Background: an optimization exercise with open tools, aiming at small area. Do not read the settings as production practice.
Only simulation tests tie the RTL to the original design; equivalence was not proved.
Power and IR drop assume default switching activity. No driver is modelled on the clock port, so clocking that relies on it looks cheaper here than on a real chip.

## rv32i_core
module rv32i_core (
    input  logic Rst,
    input  logic Clk,
    output logic [31:0] imem_addr,
    input  logic [31:0] imem_rdata,
    output logic        dmem_re,
    output logic        dmem_we,
    output logic [1:0]  dmem_size,
    output logic [31:0] dmem_addr,
    output logic [31:0] dmem_wdata,
    input  logic [31:0] dmem_rdata,
    output logic        retire_valid,
    output logic [31:0] retire_pc,
    output logic        retire_we,
    output logic [4:0]  retire_rd,
    output logic [31:0] retire_wdata
);
For scale: about 240 I/O pins, roughly 25000 um2 of cells after synthesis.
Settings: LEC_CHECK=0, ABC_AREA=1, CAP_MARGIN=0, CORE_MARGIN=2, CORE_UTILIZATION=65, PLACE_DENSITY=0.8, SETUP_SLACK_MARGIN=0.5, SLEW_MARGIN=0; clock period 15.0 ns.
standard.sh (not shown) runs the stock make flow with config.mk's settings and CLKGATE_MAP_FILE= SYNTH_SCRIPT=/design/flow/synth_recipe.tcl, a recipe that flattens the netlist after the stock synthesis.
==> flow/flow/run.sh <==
#!/bin/bash
# Layout flow: the standard ORFS flow with three changes.
#  1. Synthesis is the standard synthesis (same passes, same registers)
#     but Yosys's abc call uses an area-oriented ABC script (flow/area.abc)
#     without a delay target.
#  2. Ports are buffered with the smallest buffer (buf_1).
#  3. CTS clusters up to 35 sinks per clock buffer, inserts no dummy loads,
#     routes clock nets with a wider non-default rule (less capacitance per
#     length, so each buffer can drive more sinks within the slew limit) and
#     uses clkbuf_4 above the leaf buffers.
set -euo pipefail
H=$(pwd)
VARS=(
  "SYNTH_SCRIPT=$H/flow/my_synth.tcl"
  "BUFFER_PORTS_ARGS=-buffer_cell sky130_fd_sc_hd__buf_1"
  "CTS_ARGS=-sink_clustering_enable -repair_clock_nets -dont_use_dummy_load -sink_clustering_size 35 -sink_clustering_max_diameter 100 -apply_ndr full -root_buf sky130_fd_sc_hd__clkbuf_4 -tree_buf sky130_fd_sc_hd__clkbuf_4"
)
bash standard.sh "${VARS[@]}" synth > synth.log 2>&1
bash standard.sh "${VARS[@]}" finish > layout.log 2>&1
==> flow/flow/area.abc <==
strash
&get -n
&deepsyn -J 50
&dch -f
&nf -R 1000
&put
==> flow/flow/my_synth.tcl <==
# The standard synthesis (synth_recipe.tcl), with Yosys's abc call given an
# area-oriented ABC script and no delay target.
proc synth {args} { yosys synth -nofsm -noshare {*}$args }
set ::my_abc_script [file join [file dirname [file normalize [info script]]] area.abc]
proc abc {args} {
  set out {}
  set skip 0
  foreach a $args {
    if {$skip} { set skip 0; continue }
    if {$a in {-script -constr -D}} { set skip 1; continue }
    lappend out $a
  }
  yosys abc -script $::my_abc_script {*}$out
}
source $::env(SCRIPTS_DIR)/synth.tcl
# left out here: clear keep_hierarchy, flatten, clean up, hide names made inside functions, write 1_2_yosys.v
Change:
==> flow/flow/run.sh (replaced) <==
#!/bin/bash
# Layout flow: the standard ORFS flow with three changes.
#  1. Synthesis is the standard synthesis (same passes, same registers)
#     but Yosys's abc call uses an area-oriented ABC script (flow/area.abc)
#     without a delay target.
#  2. Ports are buffered with the smallest buffer (buf_1).
#  3. CTS clusters more sinks per clock buffer and inserts no dummy loads.
set -euo pipefail
H=$(pwd)
VARS=(
  "SYNTH_SCRIPT=$H/flow/my_synth.tcl"
  "BUFFER_PORTS_ARGS=-buffer_cell sky130_fd_sc_hd__buf_1"
  "CTS_ARGS=-sink_clustering_enable -repair_clock_nets -dont_use_dummy_load -sink_clustering_size 35 -sink_clustering_max_diameter 100 -apply_ndr full -root_buf sky130_fd_sc_hd__clkbuf_8 -tree_buf sky130_fd_sc_hd__clkbuf_8"
)
bash standard.sh "${VARS[@]}" synth > synth.log 2>&1
bash standard.sh "${VARS[@]}" finish > layout.log 2>&1
- CAP_MARGIN: 0 -> 20
- SLEW_MARGIN: 0 -> 20
The new run ran to the end with no violations.
Setup slack loses 0.17 ns.
Maximum frequency decreases by about 2%.
Final area barely changes.
Register-to-register slack hardly moves.

========
old:
Another version of the RTL of rv32i_core (not shown whole).
For scale: ~1600 cells after synthesis, roughly 1100 flip-flops, about 25000 µm² of cells after synthesis.
// rv32i_core
module rv32i_core (
    input  logic Rst,
    input  logic Clk,
    output logic [31:0] imem_addr,
    input  logic [31:0] imem_rdata,
    output logic        dmem_re,
    output logic        dmem_we,
    output logic [1:0]  dmem_size,
    output logic [31:0] dmem_addr,
    output logic [31:0] dmem_wdata,
    input  logic [31:0] dmem_rdata,
    output logic        retire_valid,
    output logic [31:0] retire_pc,
    output logic        retire_we,
    output logic [4:0]  retire_rd,
    output logic [31:0] retire_wdata
);
    logic [4:0]  cnt;      
    logic [1:0]  fr;       
    logic        clr;      
    logic [31:2] pc;
    logic [31:0] adr, dat;
    logic        c;        
    logic        flag;     
    logic [4:0]  k;        
    wire [31:0] I = imem_rdata;
    wire [2:0]  f3 = I[14:12];
    wire [4:0]  rs1 = I[19:15];
    wire [4:0]  rs2 = I[24:20];
    wire [4:0]  rd  = I[11:7];
    wire is_ld    = ~I[6] & ~I[4] & ~I[5];
    wire is_st    = ~I[6] & ~I[4] &  I[5];
  ...
Settings: LEC_CHECK=0, ABC_AREA=1, CAP_MARGIN=20, CORE_MARGIN=2, CORE_UTILIZATION=65, PLACE_DENSITY=0.8, SETUP_SLACK_MARGIN=0.5, SLEW_MARGIN=20; clock period 15.0 ns.
==> flow/flow/run.sh <==
#!/bin/bash
# Layout flow: the standard ORFS flow with three changes.
#  1. Synthesis is the standard synthesis (same passes, same registers)
#     but Yosys's abc call uses an area-oriented ABC script (flow/area.abc)
#     without a delay target.
#  2. Ports are buffered with the smallest buffer (buf_1).
#  3. CTS clusters more sinks per clock buffer and inserts no dummy loads.
set -euo pipefail
H=$(pwd)
VARS=(
  "SYNTH_SCRIPT=$H/flow/my_synth.tcl"
  "BUFFER_PORTS_ARGS=-buffer_cell sky130_fd_sc_hd__buf_1"
  "CTS_ARGS=-sink_clustering_enable -repair_clock_nets -dont_use_dummy_load -sink_clustering_size 34 -sink_clustering_max_diameter 100 -apply_ndr full -root_buf sky130_fd_sc_hd__clkbuf_8 -tree_buf sky130_fd_sc_hd__clkbuf_8"
)
bash standard.sh "${VARS[@]}" synth > synth.log 2>&1
bash standard.sh "${VARS[@]}" finish > layout.log 2>&1
Scripts as last shown in full above: flow/flow/area.abc, flow/flow/my_synth.tcl
old reached the end of the flow, and the finished layout is clean on the timing, design-rule and antenna checks.
> inputs changed (old -> new)
-- flow/flow/run.sh --
<<< old, line 12
  "BUFFER_PORTS_ARGS=-buffer_cell sky130_fd_sc_hd__buf_1"
  "CTS_ARGS=-sink_clustering_enable -repair_clock_nets -dont_use_dummy_load -sink_clustering_size 34 -sink_clustering_max_diameter 100 -apply_ndr full -root_buf sky130_fd_sc_hd__clkbuf_8 -tree_buf sky130_fd_sc_hd__clkbuf_8"
)
>>> new, line 12
  "BUFFER_PORTS_ARGS=-buffer_cell sky130_fd_sc_hd__buf_1"
  "CTS_ARGS=-sink_clustering_enable -repair_clock_nets -dont_use_dummy_load -sink_clustering_size 36 -sink_clustering_max_diameter 100 -apply_ndr full -root_buf sky130_fd_sc_hd__clkbuf_8 -tree_buf sky130_fd_sc_hd__clkbuf_8"
)
### Flow results
old and new ended up with roughly the same static leakage. In new relative to old, routed wire length had gone down by a few percent. new: done, clean on timing, DRC and antenna. When new is set beside old, its data required time at the worst endpoint turns out to be 0.05 ns smaller. old -> new: I/O pin total delta 0, exact match. Ratio of final minimum period to clock period is lower on old. Global-route usage: new vs old down 0.52 points.

========
RTL: one of the versions met above, not the one the previous note started from.
Size in the first run: about 1100 flip-flops, roughly 240 I/O pins.
export LEC_CHECK = 0
export ABC_AREA = 1
export CAP_MARGIN = 20
export CORE_MARGIN = 2
export CORE_UTILIZATION = 65
export PLACE_DENSITY = 0.8
export SETUP_SLACK_MARGIN = 0.5
export SLEW_MARGIN = 20
create_clock -name core_clock -period 15.0 [get_ports {Clk}]
==> flow/flow/run.sh <==
#!/bin/bash
# Layout flow: the standard ORFS flow with three changes.
#  1. Synthesis is the standard synthesis (same passes, same registers)
#     but Yosys's abc call uses an area-oriented ABC script (flow/area.abc)
#     without a delay target.
#  2. Ports are buffered with the smallest buffer (buf_1).
#  3. CTS clusters up to 35 sinks per clock buffer, inserts no dummy loads,
#     routes clock nets with a wider non-default rule (less capacitance per
#     length, so each buffer can drive more sinks within the slew limit) and
#     uses clkbuf_4 above the leaf buffers.
set -euo pipefail
H=$(pwd)
VARS=(
  "SYNTH_SCRIPT=$H/flow/my_synth.tcl"
  "BUFFER_PORTS_ARGS=-buffer_cell sky130_fd_sc_hd__buf_1"
  "CTS_ARGS=-sink_clustering_enable -repair_clock_nets -dont_use_dummy_load -sink_clustering_size 36 -sink_clustering_max_diameter 60 -apply_ndr full -root_buf sky130_fd_sc_hd__clkbuf_4 -tree_buf sky130_fd_sc_hd__clkbuf_4"
)
bash standard.sh "${VARS[@]}" synth > synth.log 2>&1
bash standard.sh "${VARS[@]}" finish > layout.log 2>&1
Scripts as last shown in full above: flow/flow/area.abc, flow/flow/my_synth.tcl
The baseline finished with timing, DRC and antenna clean.
Edit:
==> flow/flow/run.sh (replaced) <==
#!/bin/bash
# Layout flow: the standard ORFS flow with three changes.
#  1. Synthesis is the standard synthesis (same passes, same registers)
#     but Yosys's abc call uses an area-oriented ABC script (flow/area.abc)
#     without a delay target.
#  2. Ports are buffered with the smallest buffer (buf_1).
#  3. CTS clusters more sinks per clock buffer and inserts no dummy loads.
set -euo pipefail
H=$(pwd)
VARS=(
  "SYNTH_SCRIPT=$H/flow/my_synth.tcl"
  "BUFFER_PORTS_ARGS=-buffer_cell sky130_fd_sc_hd__buf_1"
  "CTS_ARGS=-sink_clustering_enable -repair_clock_nets -dont_use_dummy_load -sink_clustering_size 34 -sink_clustering_max_diameter 100 -apply_ndr full -root_buf sky130_fd_sc_hd__clkbuf_8 -tree_buf sky130_fd_sc_hd__clkbuf_8"
)
bash standard.sh "${VARS[@]}" synth > synth.log 2>&1
bash standard.sh "${VARS[@]}" finish > layout.log 2>&1
=> Hold slack gets better by 0.061 ns. Clock-buffer cell count came out lower by 7. Global-route usage came out lower by 0.82 points. Worst setup slack gets worse by 0.18 ns. Critical path depth is unchanged. Clock skew came out lower by 0.12 ns. Total power came out lower by 1.6%. Non-clock buffer count does not change. Sequential cell count does not change.
Edit:
--- a/flow/flow/run.sh
+++ b/flow/flow/run.sh
@@ -11,5 +11,5 @@
   "SYNTH_SCRIPT=$H/flow/my_synth.tcl"
   "BUFFER_PORTS_ARGS=-buffer_cell sky130_fd_sc_hd__buf_1"
-  "CTS_ARGS=-sink_clustering_enable -repair_clock_nets -dont_use_dummy_load -sink_clustering_size 34 -sink_clustering_max_diameter 100 -apply_ndr full -root_buf sky130_fd_sc_hd__clkbuf_8 -tree_buf sky130_fd_sc_hd__clkbuf_8"
+  "CTS_ARGS=-sink_clustering_enable -repair_clock_nets -dont_use_dummy_load -sink_clustering_size 35 -sink_clustering_max_diameter 100 -apply_ndr full -root_buf sky130_fd_sc_hd__clkbuf_4 -tree_buf sky130_fd_sc_hd__clkbuf_4"
 )
 bash standard.sh "${VARS[@]}" synth > synth.log 2>&1
=>
- design area is about the same
- via count climbs by 0.64%
- final cell count stays flat
- area after synthesis stays the same
- total power went down by 0.52%
- sequential power stays flat
- worst setup slack improves by 0.13 ns
- count of clock-buffer cells in the layout goes down by 1
- die area stays the same
- global-route usage grows by 0.75 points
- core utilization fell by 0.13 points
Edit:
--- a/flow/flow/run.sh
+++ b/flow/flow/run.sh
@@ -11,5 +11,5 @@
   "SYNTH_SCRIPT=$H/flow/my_synth.tcl"
   "BUFFER_PORTS_ARGS=-buffer_cell sky130_fd_sc_hd__buf_1"
-  "CTS_ARGS=-sink_clustering_enable -repair_clock_nets -dont_use_dummy_load -sink_clustering_size 35 -sink_clustering_max_diameter 100 -apply_ndr full -root_buf sky130_fd_sc_hd__clkbuf_4 -tree_buf sky130_fd_sc_hd__clkbuf_4"
+  "CTS_ARGS=-sink_clustering_enable -repair_clock_nets -dont_use_dummy_load -sink_clustering_size 36 -sink_clustering_max_diameter 100 -apply_ndr full -root_buf sky130_fd_sc_hd__clkbuf_8 -tree_buf sky130_fd_sc_hd__clkbuf_8"
 )
 bash standard.sh "${VARS[@]}" synth > synth.log 2>&1
--- a/flow/config.mk
+++ b/flow/config.mk
@@ -9,6 +9,6 @@
 export CAP_MARGIN = 20
 export CORE_MARGIN = 2
-export CORE_UTILIZATION = 65
-export PLACE_DENSITY = 0.8
+export CORE_UTILIZATION = 60
+export PLACE_DENSITY = 0.95
 export SETUP_SLACK_MARGIN = 0.5
 export SLEW_MARGIN = 20
The changed run finished clean.
Critical path depth falls by 1.
Flip-flop and latch count stays the same.
Routed wire length is higher by 0.96%.
Fmax is lower by 4.2%.
Via count stays flat.
Non-clock buffer count rises by 2.
Synthesized cell count does not change.
Final area barely changes.
Edit:
==> flow/flow/run.sh (replaced) <==
#!/bin/bash
# Layout flow: the standard ORFS flow with three changes.
#  1. Synthesis is the standard synthesis (same passes, same registers)
#     but Yosys's abc call uses an area-oriented ABC script (flow/area.abc)
#     without a delay target.
#  2. Ports are buffered with the smallest buffer (buf_1).
#  3. CTS clusters up to 35 sinks per clock buffer, inserts no dummy loads,
#     routes clock nets with a wider non-default rule (less capacitance per
#     length, so each buffer can drive more sinks within the slew limit) and
#     uses clkbuf_4 above the leaf buffers.
set -euo pipefail
H=$(pwd)
VARS=(
  "SYNTH_SCRIPT=$H/flow/my_synth.tcl"
  "BUFFER_PORTS_ARGS=-buffer_cell sky130_fd_sc_hd__buf_1"
  "CTS_ARGS=-sink_clustering_enable -repair_clock_nets -dont_use_dummy_load -sink_clustering_size 36 -sink_clustering_max_diameter 80 -apply_ndr full -root_buf sky130_fd_sc_hd__clkbuf_4 -tree_buf sky130_fd_sc_hd__clkbuf_4"
)
bash standard.sh "${VARS[@]}" synth > synth.log 2>&1
bash standard.sh "${VARS[@]}" finish > layout.log 2>&1
--- a/flow/config.mk
+++ b/flow/config.mk
@@ -9,6 +9,6 @@
 export CAP_MARGIN = 20
 export CORE_MARGIN = 2
-export CORE_UTILIZATION = 60
-export PLACE_DENSITY = 0.95
+export CORE_UTILIZATION = 65
+export PLACE_DENSITY = 0.8
 export SETUP_SLACK_MARGIN = 0.5
 export SLEW_MARGIN = 20
Effect: Combinational power is about the same. Via count is lower by 0.71%. Register-to-register slack loses 0.06 ns. Final area barely changes.

what the ideal ports hide:
The results above use ideal ports. As a check the final layouts listed here were re-extracted and re-timed, cells and wires unchanged. Step 1: set_driving_cell puts a clkbuf_16 on Clk and a buf_2 on each other input, an assumption about the parent block. Step 2 also shifts input and output timing later by t, the mid clock arrival at the registers, as if the neighbouring blocks saw the same clock. Slacks: ideal ports / drivers / drivers and shift; pairs: ideal ports / drivers.
| run | t, ns | setup WS [ns] | worst hold slack (ns) | slew at the worst register clock pin (ns) | worst data-port slew with drivers (ns) |
|---|---|---|---|---|---|
| the first run of note 1 | 0.883 | 7.188 / 7.215 / 6.332 | 0.284 / 0.284 / 0.284 | 0.12 / 0.12 | 0.09 |
| the second run of note 1 | 0.698 | 7.022 / 7.035 / 6.338 | 0.288 / 0.288 / 0.288 | 0.12 / 0.12 | 0.09 |
| old | 0.712 | 4.347 / 4.335 / 3.623 | 0.298 / 0.298 / 0.298 | 0.12 / 0.12 | 0.11 |
| new | 0.677 | 4.311 / 4.300 / 3.623 | 0.313 / 0.313 / 0.313 | 0.12 / 0.12 | 0.09 |
| the first run of note 3 | 0.912 | 7.243 / 7.272 / 6.360 | 0.253 / 0.253 / 0.253 | 0.13 / 0.13 | 0.09 |
| the second run of note 3 | 0.715 | 7.060 / 7.090 / 6.375 | 0.315 / 0.315 / 0.315 | 0.12 / 0.12 | 0.09 |
| the third run of note 3 | 0.883 | 7.188 / 7.215 / 6.332 | 0.284 / 0.284 / 0.284 | 0.12 / 0.12 | 0.09 |
| the fourth run of note 3 | 0.717 | 6.844 / 6.861 / 6.144 | 0.267 / 0.267 / 0.267 | 0.12 / 0.12 | 0.09 |
| the fifth run of note 3 | 0.890 | 7.091 / 7.116 / 6.225 | 0.252 / 0.252 / 0.252 | 0.12 / 0.12 | 0.09 |
After both steps setup and hold are still met in every run listed. The setup slack of the first run of note 3, which loses most, moves by +0.029 ns with the drivers and by -0.883 ns with both steps.
